This is an optimization exercise on Yosys and OpenROAD, whose aim is small area, not a production implementation.
In this exercise RTL edits were held to simulation tests only and were not proved equivalent to the original.
No driver is modelled on the clock port, so clocking that relies on it looks cheaper here than on a real chip.
Power is estimated from default activity; no workload was simulated.

==> design/flow/design.v <==
`timescale 1ns / 1ps
module mc_btn(
  input clk, rst, en, ph1, ph2, b,
  output pe, pd
);
  reg d, p;
  always @(posedge clk) begin
    if (rst) begin
      d <= 1'b0;
      p <= 1'b0;
    end else if (en) begin
      p <= d;
      d <= b;
    end
  end
  assign pe = ph1 & d & ~p;
  assign pd = ph2 & d & ~p;
endmodule
module mc_btnq(
  input clk, arst, rst, en, ph0, ph1, sel, b,
  output pe
);
  reg d, q;
  always @(posedge clk) begin
    if (rst) d <= 1'b0;
    else if (en) d <= q;
  end
  always @(posedge clk) begin
    if (arst) q <= 1'b0;
    else if (en) q <= d;
    else if (!ph0) begin
      if (sel) q <= b;
      else if (ph1) q <= d;
    end
  end
  assign pe = ph1 & d & ~q;
endmodule
module mc_phase(
  input clk, rst,
  output sec, min_ph
);
  reg [11:0] s;
  wire wrap = (s == 12'b010110101010);
  always @(posedge clk) begin
    if (rst) s <= 12'b000100111011;
    else s <= {s[10:0], s[11] ^ s[0] ^ s[1] ^ s[7]} ^ ({12{wrap}} & 12'b000000000010);
  end
  assign sec = (s == 12'b000101101010);
  assign min_ph = wrap;
endmodule
module mc_minute(
  input clk, rst,
  output min
);
  reg [17:0] s;
  wire wrap = (s == 18'b001111001101011011);
  always @(posedge clk) begin
    if (rst) s <= 18'b000010110111101110;
    else s <= {s[16:0], s[17] ^ s[10]} ^ ({18{wrap}} & 18'b000000100000000000);
  end
  assign min = wrap;
endmodule
module Multi_function_clock_top(
  input clk, reset_p, all_rst,
  input [3:0] btn,
  output [3:0] com,
  output [7:0] seg_7,
  output [7:0] LED_bar,
  output Alarm_LED
);
  reg [4:0] dcnt;
  always @(posedge clk) begin
    if (all_rst) dcnt <= 5'd0;
    else dcnt <= {dcnt[3:0], dcnt[4] ^ dcnt[2] ^ (dcnt[3:0] == 4'd0)};
  end
  wire en = (dcnt == 5'b10000);
  wire ph0 = (dcnt == 5'b00000);
  wire ph1 = (dcnt == 5'b00001);
  wire ph2 = (dcnt == 5'b00010);
  wire mode_btn, mode_btn_d;
  mc_btn b_mode(.clk(clk), .rst(reset_p | all_rst), .en(en), .ph1(ph1), .ph2(ph2), .b(btn[0]), .pe(mode_btn), .pd(mode_btn_d));
  reg [1:0] mode;
  always @(posedge clk) begin
    if (all_rst) mode <= 2'd0;
    else if (mode_btn) mode <= mode[1] ? 2'd0 : mode + 2'd1;
  end
  reg [1:0] led_mode;
  reg [3:1] btn_cook_buf;
  reg reset_watch_buf, reset_stp_buf, reset_cook_buf;
  always @(posedge clk) begin
    if (all_rst) begin
      btn_cook_buf <= 0;
      reset_watch_buf <= 0;
      reset_stp_buf <= 0;
      reset_cook_buf <= 0;
      led_mode <= 2'd3;
    end else begin
      led_mode <= mode;
      case (mode)
        2'd0: begin
          reset_watch_buf <= reset_p;
        end
        2'd1: begin
          reset_stp_buf <= reset_p;
        end
        default: begin
          btn_cook_buf <= btn[3:1];
          reset_cook_buf <= reset_p;
        end
      endcase
    end
  end
  assign LED_bar = {5'b00000, led_mode == 2'd2, led_mode == 2'd1, led_mode == 2'd0};
  wire rst_w = reset_watch_buf | all_rst;
  wire sel_w = (mode == 2'd0);
  wire w_set, w_inchour, w_incmin;
  mc_btnq b_wset(.clk(clk), .arst(all_rst), .rst(rst_w), .en(en), .ph0(ph0), .ph1(ph1), .sel(sel_w), .b(btn[1]), .pe(w_set));
  mc_btnq b_whour(.clk(clk), .arst(all_rst), .rst(rst_w), .en(en), .ph0(ph0), .ph1(ph1), .sel(sel_w), .b(btn[2]), .pe(w_inchour));
  mc_btnq b_wmin(.clk(clk), .arst(all_rst), .rst(rst_w), .en(en), .ph0(ph0), .ph1(ph1), .sel(sel_w), .b(btn[3]), .pe(w_incmin));
  reg set_mode;
  always @(posedge clk) begin
    if (rst_w) set_mode <= 1'b0;
    else if (w_set) set_mode <= ~set_mode;
  end
  wire clk_min;
  mc_minute w_min(.clk(clk), .rst(rst_w), .min(clk_min));
  wire upcount_min = set_mode ? w_incmin : clk_min;
  reg [4:0] h_cnt;
  reg h_cp, h_cur, h_old;
  always @(posedge clk) begin
    if (rst_w) begin
      h_cnt <= 5'd0;
      h_cp <= 1'b0;
      h_cur <= 1'b0;
      h_old <= 1'b0;
    end else begin
      if (upcount_min) begin
        if (h_cnt == 5'd29) begin
          h_cnt <= 5'd0;
          h_cp <= ~h_cp;
        end else h_cnt <= h_cnt + 5'd1;
      end
      h_cur <= h_cp;
      h_old <= h_cur;
    end
  end
  wire clk_hour = h_old & ~h_cur;
  wire a_min_inc = set_mode ? w_incmin : clk_min;
  wire a_hour_inc = set_mode ? w_inchour : clk_hour;
  wire b_min_inc = set_mode ? clk_min : w_incmin;
  wire b_hour_inc = set_mode ? clk_hour : w_inchour;
  reg [3:0] a_m1, a_h1, b_m1, b_h1;
  reg [2:0] a_m10, b_m10;
  reg [1:0] a_h10, b_h10;
  always @(posedge clk) begin
    if (rst_w) begin
      a_m1 <= 0; a_m10 <= 0; a_h1 <= 0; a_h10 <= 0;
      b_m1 <= 0; b_m10 <= 0; b_h1 <= 0; b_h10 <= 0;
    end else if (!w_set) begin
      if (a_min_inc) begin
        if (a_m1[3] & a_m1[0]) begin
          a_m1 <= 0;
          a_m10 <= (a_m10[2] & a_m10[0]) ? 3'd0 : a_m10 + 3'd1;
        end else a_m1 <= a_m1 + 4'd1;
      end
      if (a_hour_inc) begin
        if (a_h10[1]) begin
          if (a_h1[1] & a_h1[0]) begin
            a_h1 <= 0;
            a_h10 <= 0;
          end else a_h1 <= a_h1 + 4'd1;
        end else begin
          if (a_h1[3] & a_h1[0]) begin
            a_h1 <= 0;
            a_h10 <= a_h10 + 2'd1;
          end else a_h1 <= a_h1 + 4'd1;
        end
      end
      if (b_min_inc) begin
        if (b_m1[3] & b_m1[0]) begin
          b_m1 <= 0;
          b_m10 <= (b_m10[2] & b_m10[0]) ? 3'd0 : b_m10 + 3'd1;
        end else b_m1 <= b_m1 + 4'd1;
      end
      if (b_hour_inc) begin
        if (b_h10[1]) begin
          if (b_h1[1] & b_h1[0]) begin
            b_h1 <= 0;
            b_h10 <= 0;
          end else b_h1 <= b_h1 + 4'd1;
        end else begin
          if (b_h1[3] & b_h1[0]) begin
            b_h1 <= 0;
            b_h10 <= b_h10 + 2'd1;
          end else b_h1 <= b_h1 + 4'd1;
        end
      end
    end
  end
  wire [15:0] value_watch = {2'b00, a_h10, a_h1, 1'b0, a_m10, a_m1};
  wire rst_s = reset_stp_buf | all_rst;
  wire sel_s = (mode == 2'd1);
  wire s_ss, s_lapb;
  mc_btnq b_sss(.clk(clk), .arst(all_rst), .rst(rst_s), .en(en), .ph0(ph0), .ph1(ph1), .sel(sel_s), .b(btn[1]), .pe(s_ss));
  mc_btnq b_slap(.clk(clk), .arst(all_rst), .rst(rst_s), .en(en), .ph0(ph0), .ph1(ph1), .sel(sel_s), .b(btn[2]), .pe(s_lapb));
  reg s_run, s_lap;
  always @(posedge clk) begin
    if (rst_s) begin
      s_run <= 1'b0;
      s_lap <= 1'b0;
    end else begin
      if (s_ss) s_run <= ~s_run;
      if (s_lapb) s_lap <= ~s_lap;
    end
  end
  reg [1:0] s_us;
  always @(posedge clk) begin
    if (rst_s) s_us <= 2'd0;
    else s_us <= (s_us == 2'd3) ? 2'd2 : s_us + 2'd1;
  end
  wire s_us3 = (s_us == 2'd3);
  wire s_g = s_run & s_us3;
  reg s_mcp, s_mf, s_sp;
  reg [3:0] s_ms0, s_ms1, s_ms2;
  reg [3:0] s_sec1;
  reg [2:0] s_sec10;
  wire s_msec = s_mf & s_us3;
  wire s_ms0_9 = s_ms0[3] & s_ms0[0];
  wire s_ms1_9 = s_ms1[3] & s_ms1[0];
  wire s_ms2_9 = s_ms2[3] & s_ms2[0];
  wire s_wrap = s_msec & s_ms0_9 & s_ms1_9 & s_ms2_9;
  wire s_secp = s_sp & s_us3;
  always @(posedge clk) begin
    if (rst_s) begin
      s_mcp <= 1'b0;
      s_mf <= 1'b0;
      s_sp <= 1'b0;
      s_ms0 <= 0;
    end else begin
      if (s_g) s_mcp <= ~s_mcp;
      if (s_us3) begin
        s_mf <= s_g & s_mcp;
        s_sp <= s_wrap;
      end
      if (s_msec) s_ms0 <= s_ms0_9 ? 4'd0 : s_ms0 + 4'd1;
    end
  end
  reg [3:0] n_ms1, n_ms2, n_sec1;
  reg [2:0] n_sec10;
  always @(*) begin
    n_ms1 = s_ms1; n_ms2 = s_ms2; n_sec1 = s_sec1; n_sec10 = s_sec10;
    if (s_msec & s_ms0_9) begin
      if (s_ms1_9) begin
        n_ms1 = 0;
        n_ms2 = s_ms2_9 ? 4'd0 : s_ms2 + 4'd1;
      end else n_ms1 = s_ms1 + 4'd1;
    end
    if (s_secp) begin
      if (s_sec1[3] & s_sec1[0]) begin
        n_sec1 = 0;
        n_sec10 = (s_sec10[2] & s_sec10[0]) ? 3'd0 : s_sec10 + 3'd1;
      end else n_sec1 = s_sec1 + 4'd1;
    end
    if (rst_s) begin
      n_ms1 = 0; n_ms2 = 0; n_sec1 = 0; n_sec10 = 0;
    end
  end
  always @(posedge clk) begin
    s_ms1 <= n_ms1;
    s_ms2 <= n_ms2;
    s_sec1 <= n_sec1;
    s_sec10 <= n_sec10;
  end
  wire s_lap_n = ~rst_s & (s_lap ^ s_lapb);
  reg [14:0] s_disp;
  always @(posedge clk) begin
    if (!s_lap_n) s_disp <= {n_sec10, n_sec1, n_ms2, n_ms1};
  end
  wire [15:0] value_stp = {1'b0, s_disp};
  wire rst_c = reset_cook_buf | all_rst;
  wire c_start, c_start_d, c_incsec, c_incsec_d, c_incmin, c_incmin_d;
  mc_btn b_cstart(.clk(clk), .rst(rst_c), .en(en), .ph1(ph1), .ph2(ph2), .b(btn_cook_buf[1]), .pe(c_start), .pd(c_start_d));
  mc_btn b_csec(.clk(clk), .rst(rst_c), .en(en), .ph1(ph1), .ph2(ph2), .b(btn_cook_buf[2]), .pe(c_incsec), .pd(c_incsec_d));
  mc_btn b_cmin(.clk(clk), .rst(rst_c), .en(en), .ph1(ph1), .ph2(ph2), .b(btn_cook_buf[3]), .pe(c_incmin), .pd(c_incmin_d));
  wire c_sec, c_min_unused;
  mc_phase c_ph(.clk(clk), .rst(rst_c), .sec(c_sec), .min_ph(c_min_unused));
  reg [3:0] cs_s1, cs_m1, cs_m10;
  reg [2:0] cs_s10;
  reg [3:0] us_s1, us_m1, us_m10;
  reg [2:0] us_s10;
  always @(*) begin
    us_s1 = cs_s1; us_s10 = cs_s10; us_m1 = cs_m1; us_m10 = cs_m10;
    if (c_incsec_d) begin
      if (cs_s1[3] & cs_s1[0]) begin
        us_s1 = 0;
        us_s10 = (cs_s10[2] & cs_s10[0]) ? 3'd0 : cs_s10 + 3'd1;
      end else us_s1 = cs_s1 + 4'd1;
    end
    if (c_incmin_d) begin
      if (cs_m1[3] & cs_m1[0]) begin
        us_m1 = 0;
        us_m10 = (cs_m10[3] & cs_m10[0]) ? 4'd0 : cs_m10 + 4'd1;
      end else us_m1 = cs_m1 + 4'd1;
    end
  end
  reg [3:0] cd_s1, cd_m1, cd_m10;
  reg [2:0] cd_s10;
  reg c_run;
  wire c_load_d = c_start_d & c_run;
  reg c_tick_d, c_dclk_d;
  reg [3:0] cc_s1, cc_m1, cc_m10;
  reg [2:0] cc_s10;
  reg c_dclk;
  always @(*) begin
    cc_s1 = cd_s1; cc_s10 = cd_s10; cc_m1 = cd_m1; cc_m10 = cd_m10;
    c_dclk = 1'b0;
    if (c_load_d) begin
      cc_s1 = cs_s1; cc_s10 = cs_s10;
      c_dclk = c_dclk_d;
    end else if (c_tick_d) begin
      c_dclk = c_dclk_d;
      if (cd_s1 == 4'd0) begin
        cc_s1 = 4'd9;
        if (cd_s10 == 3'd0) begin
          cc_s10 = 3'd5;
          c_dclk = 1'b1;
        end else cc_s10 = cd_s10 - 3'd1;
      end else cc_s1 = cd_s1 - 4'd1;
    end
    if (c_load_d) begin
      cc_m1 = cs_m1; cc_m10 = cs_m10;
    end else if (c_dclk_d) begin
      if (cd_m1 == 4'd0) begin
        cc_m1 = 4'd9;
        cc_m10 = (cd_m10 == 4'd0) ? 4'd9 : cd_m10 - 4'd1;
      end else cc_m1 = cd_m1 - 4'd1;
    end
  end
  reg c_acur, c_aold, c_alarm;
  wire c_alarm_start = c_aold & ~c_acur;
  wire c_tick = c_run & c_sec;
  always @(posedge clk) begin
    if (rst_c) begin
      cs_s1 <= 0; cs_s10 <= 0; cs_m1 <= 0; cs_m10 <= 0;
      cd_s1 <= 0; cd_s10 <= 0; cd_m1 <= 0; cd_m10 <= 0;
      c_tick_d <= 1'b0;
      c_dclk_d <= 1'b0;
      c_run <= 1'b0;
      c_acur <= 1'b0;
      c_aold <= 1'b0;
    end else begin
      cs_s1 <= us_s1; cs_s10 <= us_s10; cs_m1 <= us_m1; cs_m10 <= us_m10;
      cd_s1 <= cc_s1; cd_s10 <= cc_s10; cd_m1 <= cc_m1; cd_m10 <= cc_m10;
      c_tick_d <= c_tick;
      c_dclk_d <= c_dclk;
      if (c_start | c_alarm_start) c_run <= ~c_run;
      c_acur <= |{cd_s1, cd_s10, cd_m1, cd_m10};
      c_aold <= c_acur;
    end
  end
  always @(posedge clk) begin
    if (|{btn_cook_buf, reset_cook_buf, all_rst}) c_alarm <= 1'b0;
    else if (c_alarm_start) c_alarm <= ~c_alarm;
  end
  assign Alarm_LED = c_alarm;
  wire [15:0] value_cook = c_run ? {cd_m10, cd_m1, 1'b0, cd_s10, cd_s1}
                                 : {cs_m10, cs_m1, 1'b0, cs_s10, cs_s1};
  reg [2:0] fdiv;
  reg [1:0] digit;
  always @(posedge clk) begin
    if (reset_p | all_rst) begin
      fdiv <= 3'd0;
      digit <= 2'd0;
    end else begin
      fdiv <= {fdiv[1:0], fdiv[2] ^ fdiv[1] ^ (fdiv[1:0] == 2'd0)};
      if (fdiv == 3'b100) digit <= digit + 2'd1;
    end
  end
  assign com = ~(4'b0001 << digit);
  wire [15:0] value = mode[1] ? value_cook : mode[0] ? value_stp : value_watch;
  reg [3:0] hex;
  always @(*) begin
    case (digit)
      2'd0: hex = value[3:0];
      2'd1: hex = value[7:4];
      2'd2: hex = value[11:8];
      default: hex = value[15:12];
    endcase
  end
  wire h3 = hex[3], h2 = hex[2], h1 = hex[1], h0 = hex[0];
  wire [7:0] seg;
  assign seg[7] = (~h3 & ~h2 & ~h1 & h0) | (h2 & ~h1 & ~h0);            
  assign seg[6] = h2 & (h1 ^ h0);                                      
  assign seg[5] = ~h2 & h1 & ~h0;                                      
  assign seg[4] = (~h3 & ~h2 & ~h1 & h0) | (h2 & ~h1 & ~h0) | (h2 & h1 & h0);  
  assign seg[3] = h0 | (h2 & ~h1);                                     
  assign seg[2] = ~h3 & ~h2 & (h1 | h0);                              
  assign seg[1] = (~h3 & ~h2 & ~h1) | (h2 & h1 & h0);                  
  assign seg[0] = 1'b1;                                                
  assign seg_7 = seg;
endmodule
==> design/flow/flow/run.sh <==
#!/bin/bash
# Own layout flow: the standard synthesis, then a stronger ABC pass over the
# combinational logic only (every register cell is kept as is, by name),
# then the standard ORFS steps with smaller port buffers and a clock tree
# without dummy loads whose slow leaf buffers are then upsized. Each tool's
# output goes to a log file here.
set -euo pipefail
HERE=$(pwd)
R=$HERE/orfs/results/$FLOW_PLATFORM/Multi_function_clock_top/base
LIB=$FLOW_HOME/platforms/sky130hd/lib/sky130_fd_sc_hd__tt_025C_1v80.lib
CTS_OPTS=$(cat flow/cts_args.txt)
export CLK_UPSIZE_PS=105

bash standard.sh synth > synth.log 2>&1
cp $R/1_2_yosys.v std_1_2_yosys.v

# The ABC pass is run with a few random seeds in parallel; the smallest
# result is kept.
for batch in "0 7 13 29" "1 2 3 4" "5 6 8 9" "10 11 12 14"; do
  for seed in $batch; do
    sed -e "s#@SEED@#$seed#g" flow/reopt.abc > reopt_$seed.abc
    sed -e "s#@LIB@#$LIB#g" -e "s#@IN@#$HERE/std_1_2_yosys.v#g" -e "s#@OUT@#$HERE/reopt_$seed.v#g" \
        -e "s#@SCRIPT@#$HERE/reopt_$seed.abc#g" -e "s#@STAT@#reopt_stat_$seed#g" flow/reopt.ys > reopt_$seed.ys
    yosys -l reopt_$seed.log -s reopt_$seed.ys > /dev/null 2>&1 &
  done
  wait
done
best=""
for seed in 0 7 13 29 1 2 3 4 5 6 8 9 10 11 12 14; do
  a=$(awk '/Chip area for top module/ {print $NF}' reopt_stat_${seed}_after.txt 2>/dev/null || true)
  nff=$(grep -c 'dfxtp_1 ' reopt_$seed.v 2>/dev/null || true)
  echo "seed $seed area $a flip-flops $nff (standard: $(grep -c 'dfxtp_1 ' std_1_2_yosys.v))" >> reopt_choice.txt
  if [[ -z "$a" || "$nff" != "$(grep -c 'dfxtp_1 ' std_1_2_yosys.v)" ]]; then continue; fi
  if [[ -z "$best" ]] || awk -v a="$a" -v b="$barea" 'BEGIN {exit !(a < b)}'; then best=$seed; barea=$a; fi
done
echo "chosen seed $best" >> reopt_choice.txt
if [[ -n "$best" ]]; then cp reopt_$best.v reopt_1_2_yosys.v; else cp std_1_2_yosys.v reopt_1_2_yosys.v; fi

cp reopt_1_2_yosys.v $R/1_2_yosys.v
rm -f $R/1_synth.odb $R/1_synth.sdc
bash standard.sh finish \
  BUFFER_PORTS_ARGS="-buffer_cell sky130_fd_sc_hd__buf_1" \
  CTS_ARGS="$CTS_OPTS" \
  POST_CTS_TCL="$HERE/flow/post_cts.tcl" > flow.log 2>&1
==> design/flow/flow/cts_args.txt <==
-sink_clustering_enable -repair_clock_nets -dont_use_dummy_load -buf_list sky130_fd_sc_hd__clkbuf_4 -root_buf sky130_fd_sc_hd__clkbuf_8
==> design/flow/flow/post_cts.tcl <==
# Upsize the clock tree's leaf buffers whose flip-flop clock pins would see
# a slow slew (the clock tree is built with small buffers).
estimate_parasitics -placement
set upsized 0
foreach inst [[ord::get_db_block] getInsts] {
  if {[[$inst getMaster] getName] ne "sky130_fd_sc_hd__clkbuf_4"} { continue }
  if {![string match "clkbuf_*" [$inst getName]]} { continue }
  set onet [[$inst findITerm X] getNet]
  set worst 0
  foreach it [$onet getITerms] {
    if {[$it isOutputSignal]} { continue }
    set pin [get_pins -quiet [$it getName]]
    if {$pin eq ""} { continue }
    foreach edge {rise fall} {
      set ps [expr {[sta::time_ui_sta [get_property $pin slew_max_$edge]] * 1e12}]
      if {$ps > $worst} { set worst $ps }
    }
  }
  if {$worst > $::env(CLK_UPSIZE_PS)} {
    replace_cell [$inst getName] sky130_fd_sc_hd__clkbuf_8
    incr upsized
  }
}
puts "post_cts: upsized $upsized clock buffers"
estimate_parasitics -placement
detailed_placement
check_placement -verbose
==> design/flow/flow/reopt.abc <==
&get -n
&st
&deepsyn -T 50 -S @SEED@
&dch -f
&nf -R 1000 -p -F 8 -A 4 -C 32
&put
==> design/flow/flow/reopt.ys <==
# Re-map the combinational logic of the standard synthesis netlist.
# Register and tie cells are kept (keep_hierarchy), so their instance
# names and cell types stay those of the standard synthesis.
read_liberty -ignore_miss_func @LIB@
read_verilog @IN@
hierarchy -check -top Multi_function_clock_top
setattr -mod -set keep_hierarchy 1 sky130_fd_sc_hd__dfxtp_1 sky130_fd_sc_hd__edfxtp_1 sky130_fd_sc_hd__conb_1
tee -o @STAT@_before.txt stat -liberty @LIB@
flatten
opt -purge
abc -liberty @LIB@ -dont_use sky130_fd_sc_hd__probe_p_8 -dont_use sky130_fd_sc_hd__probec_p_8 -dont_use sky130_fd_sc_hd__lpflow_bleeder_1 -dont_use sky130_fd_sc_hd__lpflow_clkbufkapwr_1 -dont_use sky130_fd_sc_hd__lpflow_clkbufkapwr_16 -dont_use sky130_fd_sc_hd__lpflow_clkbufkapwr_2 -dont_use sky130_fd_sc_hd__lpflow_clkbufkapwr_4 -dont_use sky130_fd_sc_hd__lpflow_clkbufkapwr_8 -dont_use sky130_fd_sc_hd__lpflow_clkinvkapwr_1 -dont_use sky130_fd_sc_hd__lpflow_clkinvkapwr_16 -dont_use sky130_fd_sc_hd__lpflow_clkinvkapwr_2 -dont_use sky130_fd_sc_hd__lpflow_clkinvkapwr_4 -dont_use sky130_fd_sc_hd__lpflow_clkinvkapwr_8 -dont_use sky130_fd_sc_hd__lpflow_decapkapwr_12 -dont_use sky130_fd_sc_hd__lpflow_decapkapwr_3 -dont_use sky130_fd_sc_hd__lpflow_decapkapwr_4 -dont_use sky130_fd_sc_hd__lpflow_decapkapwr_6 -dont_use sky130_fd_sc_hd__lpflow_decapkapwr_8 -dont_use sky130_fd_sc_hd__lpflow_inputiso0n_1 -dont_use sky130_fd_sc_hd__lpflow_inputiso0p_1 -dont_use sky130_fd_sc_hd__lpflow_inputiso1n_1 -dont_use sky130_fd_sc_hd__lpflow_inputiso1p_1 -dont_use sky130_fd_sc_hd__lpflow_inputisolatch_1 -dont_use sky130_fd_sc_hd__lpflow_isobufsrc_1 -dont_use sky130_fd_sc_hd__lpflow_isobufsrc_16 -dont_use sky130_fd_sc_hd__lpflow_isobufsrc_2 -dont_use sky130_fd_sc_hd__lpflow_isobufsrc_4 -dont_use sky130_fd_sc_hd__lpflow_isobufsrc_8 -dont_use sky130_fd_sc_hd__lpflow_isobufsrckapwr_16 -dont_use sky130_fd_sc_hd__lpflow_lsbuf_lh_hl_isowell_tap_1 -dont_use sky130_fd_sc_hd__lpflow_lsbuf_lh_hl_isowell_tap_2 -dont_use sky130_fd_sc_hd__lpflow_lsbuf_lh_hl_isowell_tap_4 -dont_use sky130_fd_sc_hd__lpflow_lsbuf_lh_isowell_4 -dont_use sky130_fd_sc_hd__lpflow_lsbuf_lh_isowell_tap_1 -dont_use sky130_fd_sc_hd__lpflow_lsbuf_lh_isowell_tap_2 -dont_use sky130_fd_sc_hd__lpflow_lsbuf_lh_isowell_tap_4  -script @SCRIPT@
opt_clean -purge
setundef -zero
splitnets
opt_clean -purge
hilomap -singleton -hicell sky130_fd_sc_hd__conb_1 HI -locell sky130_fd_sc_hd__conb_1 LO
opt_clean -purge
tee -o @STAT@_after.txt stat -liberty @LIB@
rename -hide w:*$func$*
select Multi_function_clock_top
write_verilog -noattr -nohex -nodec -selected @OUT@
==> design/flow/standard.sh <==
#!/bin/bash
# synth_recipe.tcl (not shown) runs the flow's synth.tcl, then flattens the netlist and writes it again
# the make line also repeats each setting of config.mk as NAME=value (left out here)
make -C /OpenROAD-flow-scripts/flow DESIGN_CONFIG=/design/flow/config.mk WORK_HOME=/design/flow/orfs CLKGATE_MAP_FILE= SYNTH_SCRIPT=/design/flow/synth_recipe.tcl "${@:-finish}"
==> design/flow/config.mk <==
export PLATFORM = sky130hd
export DESIGN_NAME = Multi_function_clock_top
export DESIGN_NICKNAME = Multi_function_clock_top
export VERILOG_FILES = /design/flow/design.v
export SDC_FILE = /design/flow/constraint.sdc
export NUM_CORES = 4
export LEC_CHECK = 0
export CAP_MARGIN = 20
export CORE_MARGIN = 2
export CORE_UTILIZATION = 80
export GPL_TIMING_DRIVEN = 0
export SLEW_MARGIN = 20
==> design/flow/constraint.sdc <==
create_clock -name core_clock -period 10.0 [get_ports {clk}]
set_input_delay 2.0000 -clock core_clock [delete_from_list [all_inputs] [get_ports {clk}]]
set_output_delay 2.0000 -clock core_clock [all_outputs]
set_load 0.01 [all_outputs]
==> run summary <==
-- power by group through the flow --
stage,combinational (W),sequential [W],clock (W)
floorplan,0.0000495,0.000731,0
global route,0.0000751,0.000730,0.000337
global placement,0.0000605,0.000738,0
detailed placement,0.0000649,0.000741,0
finish,0.0000667,0.000726,0.000319
-- worst reg2reg max path: cells and delay by family, from the launching register on --
kind             cells  cell delay, ns
AO/OA/AOI/OAI        2            0.46
flip-flops           1            0.38
AND/OR/NAND/NOR      9            2.69
-- per-layer routing --
metal / global-route usage (%) / share of wire (%) / vias up
met5: 0 / 0 / -
met4: 12.9 / 2.7 / 0
met3: 6.10 / 7.4 / 46
met2: 57.3 / 49 / 274
met1: 42.3 / 41 / 2470
li1: - / - / 2462
-- sequential cells by signal (all words and copies together), names as in the netlist, 4 cells and up --
register	cells
s_disp	15
s_ms0	4
a_m1	4
cs_s1	4
c_ph.s	12
cd_m10	4
s_sec1	4
cd_s1	4
s_ms1	4
s_ms2	4
cs_m10	4
a_h1	4
cd_m1	4
cs_m1	4
dcnt	5
w_min.s	18
h_cnt	5
-- per-stage QoR --
stage               power [W]  setup slack (ns)  util, %  cell area, um^2
floorplan            0.000781              5.87        -             6280
global placement     0.000799              4.90     84.8             6490
detailed placement   0.000806              5.00     84.9             6490
global route          0.00114              4.52     87.3             6680
finish                0.00111              4.73     87.3             6680
-- cell type report --
class	count	share of cell area, %
Sequential cell	167	52.3
Multi-Input combinational cell	480	41.3
Clock buffer	17	2.75
Tap cell	102	1.91
Timing Repair Buffer	21	1.20
Inverter	10	0.562
-- how the worst max path moves through the flow --
stage | from | endpoint
after detailed placement | all_rst | c_dclk_d
after floorplan | mode[1] | seg_7[4]
after global routing | mode[1] | seg_7[4]
final | mode[1] | seg_7[4]
after global placement | all_rst | s_disp[13]
==> run summary <==
The flow ran to the end and the layout has no timing, DRC or antenna violations. The fraction of the cycle the final worst path needs is 52.7%. The required time of the critical path is 8.00 ns. Counting every sink on the clock net gives 167. The type of element launching the critical path is a flop.

The reported max-cap violation count is 0. The area overhead of the layout relative to synthesis is 6.55%. The internal power summed over all cells is 0.000842 W. The type of the setup path with the least slack is flop to primary output. The final weighted congestion in routability-driven placement came out at 0.944. On the final layout, the worst hold slack is 0.444 ns. Dividing the detail-routed wire length by the instance count gives 17.5 um. The number of inserted filler cells in the final layout is 407.

The Yosys step of the flow raised 5 warnings. 0 antenna diodes ended up in the layout. The mapped netlist covers 0.00627 mm^2. The total overflow reported by the global router came out at 0. The core region is 0.00765 mm^2. The iteration-0 DRC count of the detailed router is 546.

Among all stages on the critical path, the largest delay is contributed by nor2b_1. Synthesis produced 653 cells. The worst setup path is captured at a primary output. The data arrival time of the critical path came out at 3.27 ns. The minimum clock period came out at 5.27 ns. Summing over every cut layer, the via total after detailed routing is 5252.

The number of antenna violations at the first check in global routing came out at 0. Setup violations remaining at the end of the flow were counted as 0. The worst hold path terminates at w_min.s[1]. The top-level port count is 28. The y dimension of the die came out at 92.5 um.

Port buffering added 21 buffers. The chip width came out at 92.5 um. The first-pass GRT wire length is 22800 um. The clock power share is 28.7%. In this design, the largest share of critical-path delay is due to simple AND/OR/NAND/NOR gates. The post-synthesis average cell area is 9.60 um^2. Once the floorplan was initialized, standard cells occupied 82.0% of the core. Of the cells placed in the final design, the portion with a size suffix greater than 1 is 2.73%.

The area occupied by multi-input gates came out at 0.00276 mm^2. The number of instances in the placed design is 780. The number of cells on the worst reg-to-reg path is 11.

The count of nets left with antenna violations after detail routing is 0. Of the total power, combinational logic draws 6.0%. Counting buffers and inverters, the worst setup path is 10 cells deep. The switching share of power came out at 24.2%. The leakage power figure came out at 2.53 nW.

The highest fanout seen on the critical path is 13. The number of global-route vias before repair came to 4915. The kind of path behind the tightest hold check is flop to flop. The sequential group share of total power is 65.3%. The summed negative setup slack over all endpoints is 0 ns. The global-route usage over all layers came out at 33.5%. The most common library cell in the layout ignoring fill and taps is dfxtp_1. In the layout the commonest cells are 152 x dfxtp_1, 81 x nor2_1, 63 x nand2_1, 50 x a21oi_1, 33 x nor3_1. The max-slew violation total from the final report came out at 0.

The remaining design rule violation count came out at 0. The number of failing hold endpoints at the final stage was 0. The power spent charging and discharging nets is 0.000269 W. The timing-limited maximum frequency is 190 MHz. The HPWL after detailed placement is 9890 um.

The register clock-pin slew on the reported worst setup and hold paths came out at 0.08 ns. The final instance count without filler cells came out at 797. The pre-antenna-repair detailed-routing pass consisted of 9 iterations. The net count of the finished layout is 704. The clock latency on the worst-skew pair came out at 0.44 ns. The actual transition at the worst max-transition pin is 1.10 ns. The total routed wirelength is 14000 um. The floorplan has 32 rows.

Across the whole layout, storage elements account for 0.00349 mm^2. The worst register-to-register path begins at dcnt[2]. The worst hold path begins at w_min.s[0]. The reg-to-reg setup timing slack came out at 6.33 ns.

Traced cell by cell, the critical path runs through nor2b_1 > a222oi_1 > nand3_1 > nand3_1 > a31oi_1 > nor2b_1 > nor2_1 > a21oi_1 > nand2b_1 > buf_1. The worst register-to-register path ends at a_h10[0]. The floorplan die area came out at 0.00856 mm^2. The peak ir drop on the vdd network is 112 uV. Between clock sinks in the finished design, the worst skew comes to 0.0306 ns. Using the TritonRoute via totals, the vias-per-cell ratio works out to 6.59. TritonCTS built the clock tree.

The tightest slew margin relative to the limit came out at 26.1%. In this run the power density over the cells is 166 mW/mm^2. Setup repair after global routing left no endpoint under its margin. The buffers plus inverters on the worst setup path came out at 1. The number of instances on the worst hold path is 1.

The peak per-stage delay on the critical path came out at 0.80 ns. The pin count of the biggest net entering global routing is 32.

[what the ideal ports hide]
In the flow no input, the clock included, has a driving cell. The finished layout below was timed again as built, in two steps.
Step 1, drivers: a clkbuf_16 drives clk and a buf_2 each remaining input, both assumed.
Step 2 also shifts input and output timing later by t, the mid clock arrival at the registers, as if the neighbouring blocks saw the same clock.
Slacks: ideal ports / drivers / drivers and shift; pairs: ideal ports / drivers.
t (ns): 0.457
setup WS [ns]: 4.729 / 4.695 / 5.152
hold WS [ns]: 0.444 / 0.444 / 0.444
worst setup path after step 2: register to output
After both steps setup and hold are still met in this run. The setup slack of this run moves by -0.034 ns with the drivers and by +0.423 ns with both steps.
